Context: an optimization exercise on an open-source flow, tuned for small area, a short achievable clock period and few clock cycles. The choices shown serve that exercise and are no tape-out recipe. The RTL was checked by simulation tests, not by an equivalence proof against the original design.

run A:
## associative_memory
module associative_memory
(
	input Clk_CI, Reset_RI,
	input ValidIn_SI, ReadyIn_SI,
	output ReadyOut_SO, ValidOut_SO,
	input [2-1:0] ModeIn_SI,
	input [5-1:0] LabelIn_DI,
	input [0:1000-1] HypervectorIn_DI,
	output [5-1:0] LabelOut_DO,
	output [10-1:0] DistanceOut_DO
);
Settings: LEC_CHECK=0, CAP_MARGIN=20, CORE_MARGIN=2, CORE_UTILIZATION=60, CTS_CLUSTER_DIAMETER=80, CTS_CLUSTER_SIZE=24, SLEW_MARGIN=20, SYNTH_HIERARCHICAL=1, TNS_END_PERCENT=100; clock period 13.5 ns.
standard.sh (not shown) runs the stock make flow with config.mk's settings and CLKGATE_MAP_FILE= SYNTH_SCRIPT=/design/flow/synth_recipe.tcl, a recipe that flattens the netlist after the stock synthesis.
==> flow/flow/run.sh <==
#!/bin/bash
# Layout flow: the standard flow (standard.sh, all steps from synthesis to
# the final layout, with flow/config.mk's settings), changed in two ways:
#  - timing repair aims for 9.4 ns of setup slack on the 13.5 ns clock, so that
#    the repair steps keep working on paths longer than 4.1 ns;
#  - every port gets a sky130_fd_sc_hd__buf_2 buffer.
# The clock period, the constraints and everything else are the standard flow's.
# make's output goes to run_standard.log; each ORFS step logs under orfs/logs/.
set -euo pipefail
bash standard.sh SETUP_SLACK_MARGIN=9.4 "BUFFER_PORTS_ARGS=-buffer_cell sky130_fd_sc_hd__buf_2" finish > run_standard.log 2>&1
Run A completed; timing, DRC and antenna clean
Testbench counts of run A, summed over its fixed seeds: cycles 1,112.
Input-level comparison between run B and run A:
- swapping 60 for 55 in CORE_UTILIZATION
[summary]
- Compared with run A, in run B global-route met2 utilization decreased by 2.2 points relative to the old numbers, final worst setup slack increased by 0.013 ns relative to the old numbers, layout buffer count excluding clock buffers decreased by 79 relative to the old numbers, routing usage on met3 decreased by 2.7 points relative to the old numbers.
- For highest attainable clock frequency, run A and run B come out practically identical.
Here is what was changed in the inputs of run C compared with run B.
- SLEW_MARGIN: 20 -> 10
- CAP_MARGIN: 20 -> 10
Notes after the runs:
- Comparing run C with run B, the final cell count came out essentially unchanged.
- In terms of number of vias per cell after detailed routing, run C and run B differ only marginally.
- The worst path setup slack after routing on run B is in line with that on run C.
- Design area: run C vs run B — no meaningful difference
- Comparing the two runs side by side, run C comes out ahead of run B on hold slack.
- Run C vs. run B: met2 wire length now smaller.

========
Setup of job 2552:
associative_memory again, from the RTL that the note above started with.
Design associative_memory, start of the top module:
module associative_memory
(
	input Clk_CI, Reset_RI,
	input ValidIn_SI, ReadyIn_SI,
	output ReadyOut_SO, ValidOut_SO,
	input [2-1:0] ModeIn_SI,
	input [5-1:0] LabelIn_DI,
	input [0:1000-1] HypervectorIn_DI,
	output [5-1:0] LabelOut_DO,
	output [10-1:0] DistanceOut_DO
);
Settings: LEC_CHECK=0, CAP_MARGIN=40, CORE_MARGIN=2, CORE_UTILIZATION=55, CTS_CLUSTER_DIAMETER=80, CTS_CLUSTER_SIZE=24, SLEW_MARGIN=40, SYNTH_HIERARCHICAL=1, TNS_END_PERCENT=100; clock period 13.5 ns.
Scripts as last shown in full above: flow/flow/run.sh
Testbench counts of job 2552, summed over its fixed seeds: cycles 1,112.
Here is what was changed in the inputs of job 8016 compared with job 2552.
Settings: changing CAP_MARGIN from 40 to 20; setting PLACE_DENSITY to 0.66 for the first time; changing SLEW_MARGIN from 40 to 20.
[summary]
Job 2552 → job 8016: area growth from synthesis to layout lost 0.26 points; hold slack lost 28 ps; worst setup slack picked up an extra 19 ps.
Looking at layout buffer count excluding clock buffers across job 2552 and job 8016, the one that comes out lower is job 8016.
Between job 8016 and job 2552, it is job 8016 whose wire length is lower, by about 2%.
Per the comparison of job 8016 with job 2552, post-detailed-route via-to-cell ratio now larger; utilization after layout comparable.
Run comparison: job 8016 most common cell after layout, fill and taps aside sky130_fd_sc_hd__fa_1; job 2552 most common cell after layout, fill and taps aside sky130_fd_sc_hd__nand2_1
Input changes introduced in job 7892 (baseline for comparison: job 8016):
Settings: swapping 20 for 40 in SLEW_MARGIN; swapping 20 for 40 in CAP_MARGIN; swapping 100 for 30 in TNS_END_PERCENT; clearing PLACE_DENSITY, which used to be 0.66.
==> results.txt <==
In summary, job 7892 completed successfully, with a layout that passed the timing, DRC and antenna checks.
Relative to job 8016, non-clock buffer count increased by 70 in job 7892.
For area fraction of clock buffers and clock inverters, job 7892 and job 8016 come out practically identical.
The global routing usage summed across all routing layers of job 7892 exceeds that of job 8016 by 0.91 points.
Between job 7892 and job 8016, the difference in multi-input combinational area share is negligible.

re-timing with driven ports:
No port has a modelled driver above. Below, the same layouts with a new extraction and two added sets of constraints.
Step 1 assumes that a clkbuf_16 drives the clock port and a buf_2 every other input.
Step 2 times the ports against the registers' clock, not the clock port: input delays grow and output delays shrink by t, the midpoint of the rising clock arrivals with the driver on.
Slacks: no drivers / after step 1 / after step 2; pairs: no drivers / after step 1.
run | t, ns | setup slack, ns | worst register clock-pin slew, ns
run A | 1.503 | 9.055 / 8.857 / 8.253 | 0.11 / 0.11
run B | 1.484 | 9.068 / 8.875 / 8.354 | 0.11 / 0.11
run C | 1.494 | 9.066 / 8.874 / 8.362 | 0.11 / 0.11
job 2552 | 1.502 | 9.053 / 8.861 / 8.461 | 0.11 / 0.11
job 8016 | 1.505 | 9.072 / 8.863 / 8.265 | 0.11 / 0.11
job 7892 | 1.500 | 9.059 / 8.868 / 8.450 | 0.11 / 0.11
After both steps setup and hold are still met in every run listed. The setup slack of job 8016, which loses most, moves by -0.209 ns with the drivers and by -0.807 ns with both steps.
